Source: an optimization exercise on an open RTL-to-GDS flow (aim: small area). Production flows keep margins and buffers that such runs may drop.
In this exercise RTL edits were held to simulation tests only and were not proved equivalent to the original.
The clock port is modelled as an ideal driver; clocking choices that lean on that would not hold on a real chip.

==> try-raven <==
## timer_top
module timer_top (
    input  wire        sys_clk,
    input  wire        sys_rst_n,
    input  wire        tim_psel,
    input  wire        tim_pwrite,
    input  wire        tim_penable,
    input  wire [11:0] tim_paddr,
    input  wire [31:0] tim_pwdata,
    input  wire [3:0]  tim_pstrb,
    output wire        tim_pready,
    output wire [31:0] tim_prdata,
    output wire        tim_pslverr,
    output wire        tim_int,
    input  wire        dbg_mode
);
export LEC_CHECK = 0
export CAP_MARGIN = 20
export CORE_MARGIN = 2
export CORE_UTILIZATION = 75
export PLACE_DENSITY = 0.8
export SLEW_MARGIN = 20
create_clock -name core_clock -period 5.0 [get_ports {sys_clk}]
standard.sh (not shown) runs the stock make flow with config.mk's settings and CLKGATE_MAP_FILE= SYNTH_SCRIPT=/design/flow/synth_recipe.tcl, a recipe that flattens the netlist after the stock synthesis.
==> flow/flow/run.sh <==
#!/bin/bash
# Layout flow: the standard synthesis, then an area-oriented re-mapping
# of the combinational logic only (flip-flops, their names and cell types are
# kept), then the standard ORFS flow with small port buffers and a clock tree
# of small buffers.
set -euo pipefail
HERE=$(pwd)
RES=$HERE/orfs/results/sky130hd/timer_top/base
LIB=$FLOW_HOME/platforms/sky130hd/lib/sky130_fd_sc_hd__tt_025C_1v80.lib
export BUFFER_PORTS_ARGS="-buffer_cell sky130_fd_sc_hd__buf_1"
export CTS_ARGS="-sink_clustering_enable -repair_clock_nets -dont_use_dummy_load -buf_list sky130_fd_sc_hd__clkbuf_4"
export POST_CTS_TCL=$HERE/flow/post_cts.tcl

# 1. standard synthesis, up to the netlist
bash standard.sh $RES/1_2_yosys.v > synth.log 2>&1
cp $RES/1_2_yosys.v $HERE/netlist_standard.v

# 2. re-map the combinational logic: a few ABC scripts in parallel, keeping
#    the smallest result whose estimated delay stays well inside the period
CANDS=(
  "&deepsyn,-I,3,-T,30;&sopb;&dsdb;&dch,-f;&nf,-p,-R,1000"
  "&deepsyn,-I,3,-T,30,-S,11;&sopb;&dsdb;&dch,-f;&nf,-p,-R,1000"
  "&deepsyn,-I,3,-T,30,-S,5;&sopb;&dsdb;&dch,-f;&nf,-p,-R,1000"
  "&syn2;&dch,-f;&nf,-R,1000"
)
for i in "${!CANDS[@]}"; do
  sed -e "s#@LIB@#$LIB#g" -e "s#@IN@#$HERE/netlist_standard.v#g" \
      -e "s#@OUT@#$HERE/netlist_remap_$i.v#g" -e "s#@STAT@#$HERE/remap_stat_$i.txt#g" \
      -e "s#@ABCSCRIPT@#$HERE/abc_$i.script#g" $HERE/flow/remap.ys > $HERE/remap_run_$i.ys
  printf '%s\n' strash "&get -n" "&st" ${CANDS[$i]//;/ } "&put" topo stime | tr ',' ' ' > $HERE/abc_$i.script
  (yosys -s $HERE/remap_run_$i.ys > remap_$i.log 2>&1 || true) &
done
wait
BEST=""; BEST_AREA=""
for i in "${!CANDS[@]}"; do
  [[ -f $HERE/netlist_remap_$i.v ]] || continue
  AREA=$(grep "Chip area" $HERE/remap_stat_$i.txt | awk '{print $NF}' || true)
  DELAY=$(grep -o "Delay = *[0-9.]* ps" remap_$i.log | tail -1 | awk '{print $3}' || true)
  [[ -n "$AREA" && -n "$DELAY" ]] || continue
  echo "remap candidate $i: area $AREA, delay $DELAY ps, script ${CANDS[$i]}" | tee -a remap_choice.log
  if awk -v d="$DELAY" 'BEGIN { exit !(d <= 3600) }'; then
    if [[ -z "$BEST" ]] || awk -v a="$AREA" -v b="$BEST_AREA" 'BEGIN { exit !(a < b) }'; then
      BEST=$i; BEST_AREA=$AREA
    fi
  fi
done
[[ -n "$BEST" ]]
echo "remap choice: candidate $BEST ($BEST_AREA um2)" | tee -a remap_choice.log
cp $HERE/netlist_remap_$BEST.v $RES/1_2_yosys.v
touch $RES/1_2_yosys.v

# 3. the rest of the standard flow
bash standard.sh > standard.log 2>&1
==> flow/flow/post_cts.tcl <==
estimate_parasitics -placement
set limit 0.105
set changed 0
foreach inst [get_cells -filter "ref_name == sky130_fd_sc_hd__clkbuf_4"] {
  set name [get_full_name $inst]
  set net [get_nets -of_objects [get_pins $name/X]]
  set worst 0
  foreach pin [get_pins -of_objects $net -filter "direction == input"] {
    if { [get_property $pin name] != "CLK" } { continue }
    set s [get_property $pin slew_max]
    if { $s > $worst } { set worst $s }
  }
  if { $worst > $limit } {
    replace_cell $inst sky130_fd_sc_hd__clkbuf_8
    incr changed
    puts "post_cts: upsized $name (slew [format %.3f $worst] ns)"
  }
}
puts "post_cts: upsized $changed clock buffers"
if { $changed > 0 } {
  detailed_placement
  check_placement -verbose
  estimate_parasitics -placement
}
==> flow/flow/remap.ys <==
# Re-map the combinational cells of the standard synthesis netlist for area.
# Flip-flop instances are kept as black boxes, so their names, cell types and
# connections do not change.
read_liberty -ignore_miss_func @LIB@
read_verilog @IN@
hierarchy -top timer_top
setattr -mod -set keep_hierarchy 1 sky130_fd_sc_hd__df*
flatten
hierarchy -top timer_top
blackbox sky130_fd_sc_hd__df*
opt -purge
abc -liberty @LIB@ -dont_use sky130_fd_sc_hd__probe_p_8 -dont_use sky130_fd_sc_hd__probec_p_8 -dont_use sky130_fd_sc_hd__lpflow_bleeder_1 -dont_use sky130_fd_sc_hd__lpflow_clkbufkapwr_1 -dont_use sky130_fd_sc_hd__lpflow_clkbufkapwr_16 -dont_use sky130_fd_sc_hd__lpflow_clkbufkapwr_2 -dont_use sky130_fd_sc_hd__lpflow_clkbufkapwr_4 -dont_use sky130_fd_sc_hd__lpflow_clkbufkapwr_8 -dont_use sky130_fd_sc_hd__lpflow_clkinvkapwr_1 -dont_use sky130_fd_sc_hd__lpflow_clkinvkapwr_16 -dont_use sky130_fd_sc_hd__lpflow_clkinvkapwr_2 -dont_use sky130_fd_sc_hd__lpflow_clkinvkapwr_4 -dont_use sky130_fd_sc_hd__lpflow_clkinvkapwr_8 -dont_use sky130_fd_sc_hd__lpflow_decapkapwr_12 -dont_use sky130_fd_sc_hd__lpflow_decapkapwr_3 -dont_use sky130_fd_sc_hd__lpflow_decapkapwr_4 -dont_use sky130_fd_sc_hd__lpflow_decapkapwr_6 -dont_use sky130_fd_sc_hd__lpflow_decapkapwr_8 -dont_use sky130_fd_sc_hd__lpflow_inputiso0n_1 -dont_use sky130_fd_sc_hd__lpflow_inputiso0p_1 -dont_use sky130_fd_sc_hd__lpflow_inputiso1n_1 -dont_use sky130_fd_sc_hd__lpflow_inputiso1p_1 -dont_use sky130_fd_sc_hd__lpflow_inputisolatch_1 -dont_use sky130_fd_sc_hd__lpflow_isobufsrc_1 -dont_use sky130_fd_sc_hd__lpflow_isobufsrc_16 -dont_use sky130_fd_sc_hd__lpflow_isobufsrc_2 -dont_use sky130_fd_sc_hd__lpflow_isobufsrc_4 -dont_use sky130_fd_sc_hd__lpflow_isobufsrc_8 -dont_use sky130_fd_sc_hd__lpflow_isobufsrckapwr_16 -dont_use sky130_fd_sc_hd__lpflow_lsbuf_lh_hl_isowell_tap_1 -dont_use sky130_fd_sc_hd__lpflow_lsbuf_lh_hl_isowell_tap_2 -dont_use sky130_fd_sc_hd__lpflow_lsbuf_lh_hl_isowell_tap_4 -dont_use sky130_fd_sc_hd__lpflow_lsbuf_lh_isowell_4 -dont_use sky130_fd_sc_hd__lpflow_lsbuf_lh_isowell_tap_1 -dont_use sky130_fd_sc_hd__lpflow_lsbuf_lh_isowell_tap_2 -dont_use sky130_fd_sc_hd__lpflow_lsbuf_lh_isowell_tap_4  -script @ABCSCRIPT@
opt_clean -purge
read_liberty -lib -ignore_redef @LIB@
hilomap -singleton -hicell sky130_fd_sc_hd__conb_1 HI -locell sky130_fd_sc_hd__conb_1 LO
insbuf -buf sky130_fd_sc_hd__buf_4 A X
splitnets
opt_clean -purge
hierarchy -top timer_top
tee -o @STAT@ stat -liberty @LIB@
check -assert -mapped
write_verilog -noattr -nohex -nodec @OUT@
==> try-fjord (differences from try-raven) <==
==> flow/flow/run.sh (replaced) <==
#!/bin/bash
# Layout flow: the standard synthesis, then an area-oriented re-mapping
# of the combinational logic only (flip-flops, their names and cell types are
# kept), then the standard ORFS flow with small port buffers and a clock tree
# of small buffers.
set -euo pipefail
HERE=$(pwd)
RES=$HERE/orfs/results/sky130hd/timer_top/base
LIB=$FLOW_HOME/platforms/sky130hd/lib/sky130_fd_sc_hd__tt_025C_1v80.lib
export BUFFER_PORTS_ARGS="-buffer_cell sky130_fd_sc_hd__buf_1"
export CTS_ARGS="-sink_clustering_enable -repair_clock_nets -dont_use_dummy_load -buf_list sky130_fd_sc_hd__clkbuf_4"
export POST_CTS_TCL=$HERE/flow/post_cts.tcl

# 1. standard synthesis, up to the netlist
bash standard.sh $RES/1_2_yosys.v > synth.log 2>&1
cp $RES/1_2_yosys.v $HERE/netlist_standard.v

# 2. re-map the combinational logic
sed -e "s#@LIB@#$LIB#g" -e "s#@IN@#$HERE/netlist_standard.v#g" \
    -e "s#@OUT@#$HERE/netlist_remap.v#g" $HERE/flow/remap.ys > $HERE/remap_run.ys
yosys -s $HERE/remap_run.ys > remap.log 2>&1
cp $HERE/netlist_remap.v $RES/1_2_yosys.v
touch $RES/1_2_yosys.v

# 3. the rest of the standard flow
bash standard.sh > standard.log 2>&1
--- a/flow/flow/post_cts.tcl
+++ b/flow/flow/post_cts.tcl
@@ -1,4 +1,4 @@
 estimate_parasitics -placement
-set limit 0.105
+set limit 0.09
 set changed 0
 foreach inst [get_cells -filter "ref_name == sky130_fd_sc_hd__clkbuf_4"] {
==> flow/flow/remap.ys (replaced) <==
# Re-map the combinational cells of the standard synthesis netlist for area.
# Flip-flop instances are kept as black boxes, so their names, cell types and
# connections do not change.
read_liberty -ignore_miss_func @LIB@
read_verilog @IN@
hierarchy -top timer_top
setattr -mod -set keep_hierarchy 1 sky130_fd_sc_hd__df*
flatten
hierarchy -top timer_top
blackbox sky130_fd_sc_hd__df*
opt -purge
abc -liberty @LIB@ -dont_use sky130_fd_sc_hd__probe_p_8 -dont_use sky130_fd_sc_hd__probec_p_8 -dont_use sky130_fd_sc_hd__lpflow_bleeder_1 -dont_use sky130_fd_sc_hd__lpflow_clkbufkapwr_1 -dont_use sky130_fd_sc_hd__lpflow_clkbufkapwr_16 -dont_use sky130_fd_sc_hd__lpflow_clkbufkapwr_2 -dont_use sky130_fd_sc_hd__lpflow_clkbufkapwr_4 -dont_use sky130_fd_sc_hd__lpflow_clkbufkapwr_8 -dont_use sky130_fd_sc_hd__lpflow_clkinvkapwr_1 -dont_use sky130_fd_sc_hd__lpflow_clkinvkapwr_16 -dont_use sky130_fd_sc_hd__lpflow_clkinvkapwr_2 -dont_use sky130_fd_sc_hd__lpflow_clkinvkapwr_4 -dont_use sky130_fd_sc_hd__lpflow_clkinvkapwr_8 -dont_use sky130_fd_sc_hd__lpflow_decapkapwr_12 -dont_use sky130_fd_sc_hd__lpflow_decapkapwr_3 -dont_use sky130_fd_sc_hd__lpflow_decapkapwr_4 -dont_use sky130_fd_sc_hd__lpflow_decapkapwr_6 -dont_use sky130_fd_sc_hd__lpflow_decapkapwr_8 -dont_use sky130_fd_sc_hd__lpflow_inputiso0n_1 -dont_use sky130_fd_sc_hd__lpflow_inputiso0p_1 -dont_use sky130_fd_sc_hd__lpflow_inputiso1n_1 -dont_use sky130_fd_sc_hd__lpflow_inputiso1p_1 -dont_use sky130_fd_sc_hd__lpflow_inputisolatch_1 -dont_use sky130_fd_sc_hd__lpflow_isobufsrc_1 -dont_use sky130_fd_sc_hd__lpflow_isobufsrc_16 -dont_use sky130_fd_sc_hd__lpflow_isobufsrc_2 -dont_use sky130_fd_sc_hd__lpflow_isobufsrc_4 -dont_use sky130_fd_sc_hd__lpflow_isobufsrc_8 -dont_use sky130_fd_sc_hd__lpflow_isobufsrckapwr_16 -dont_use sky130_fd_sc_hd__lpflow_lsbuf_lh_hl_isowell_tap_1 -dont_use sky130_fd_sc_hd__lpflow_lsbuf_lh_hl_isowell_tap_2 -dont_use sky130_fd_sc_hd__lpflow_lsbuf_lh_hl_isowell_tap_4 -dont_use sky130_fd_sc_hd__lpflow_lsbuf_lh_isowell_4 -dont_use sky130_fd_sc_hd__lpflow_lsbuf_lh_isowell_tap_1 -dont_use sky130_fd_sc_hd__lpflow_lsbuf_lh_isowell_tap_2 -dont_use sky130_fd_sc_hd__lpflow_lsbuf_lh_isowell_tap_4  -script "+strash;&get,-n;&st;&deepsyn,-T,60;&dch,-f;&nf,-p,-R,1000;&put"
opt_clean -purge
read_liberty -lib -ignore_redef @LIB@
hilomap -singleton -hicell sky130_fd_sc_hd__conb_1 HI -locell sky130_fd_sc_hd__conb_1 LO
insbuf -buf sky130_fd_sc_hd__buf_4 A X
splitnets
opt_clean -purge
hierarchy -top timer_top
tee -o remap_stat.txt stat -liberty @LIB@
check -assert -mapped
write_verilog -noattr -nohex -nodec @OUT@
Settings changed: CORE_UTILIZATION 75 to 65, PLACE_DENSITY 0.8 to unset.
==> run notes <==
crit path from tim_paddr[5]; count of multi-input gates 723; vias per cell 7.67; status finished clean; Final min period roughly 4700 ps; Post-Syn Area 7640 µm²; Fmax 213 MHz; GR Util met2 0.796; Max VDD drop 214 µV; Initial Util 0.778; Die ar. 11000 µm²; fraction of area in multi-input gates 0.477
-- figures above: try-raven

==> run notes <==
# setup viols final 33; GR Util met2 0.716; crit path from tim_paddr[6]; Final min period 7900 ps; status finished with violations; Final WS setup -2900 ps; vias per cell 6.94; fraction of area in multi-input gates 0.446; Fail Reasons negative setup slack
-- figures above: try-fjord

[separate check: timing with driven ports]
The results above use ideal ports. As a check the final layouts listed here were re-extracted and re-timed, cells and wires unchanged.
Step 1 sets driving cells, clkbuf_16 on the clock port and buf_2 on the other inputs (assumed; they add their load-dependent delay and slew).
Step 2, shift: input delay + t, output delay - t, t = (earliest + latest rising clock arrival at the registers) / 2. This alone moves slack from input paths to output paths.
a / b / c = ideal / step 1 / step 2; a / b = the first two.
| run | t (ns) | setup slack, ns | worst setup path at the end | worst register clock-pin slew, ns |
|---|---|---|---|---|
| try-raven | 0.641 | 0.305 / 0.286 / 0.161 | input to register | 0.12 / 0.12 |
| try-fjord | 0.651 | -2.903 / -2.888 / -3.539 | input to register | 0.10 / 0.10 |
The setup slack of try-fjord, which loses most, moves by +0.015 ns with the drivers and by -0.636 ns with both steps.
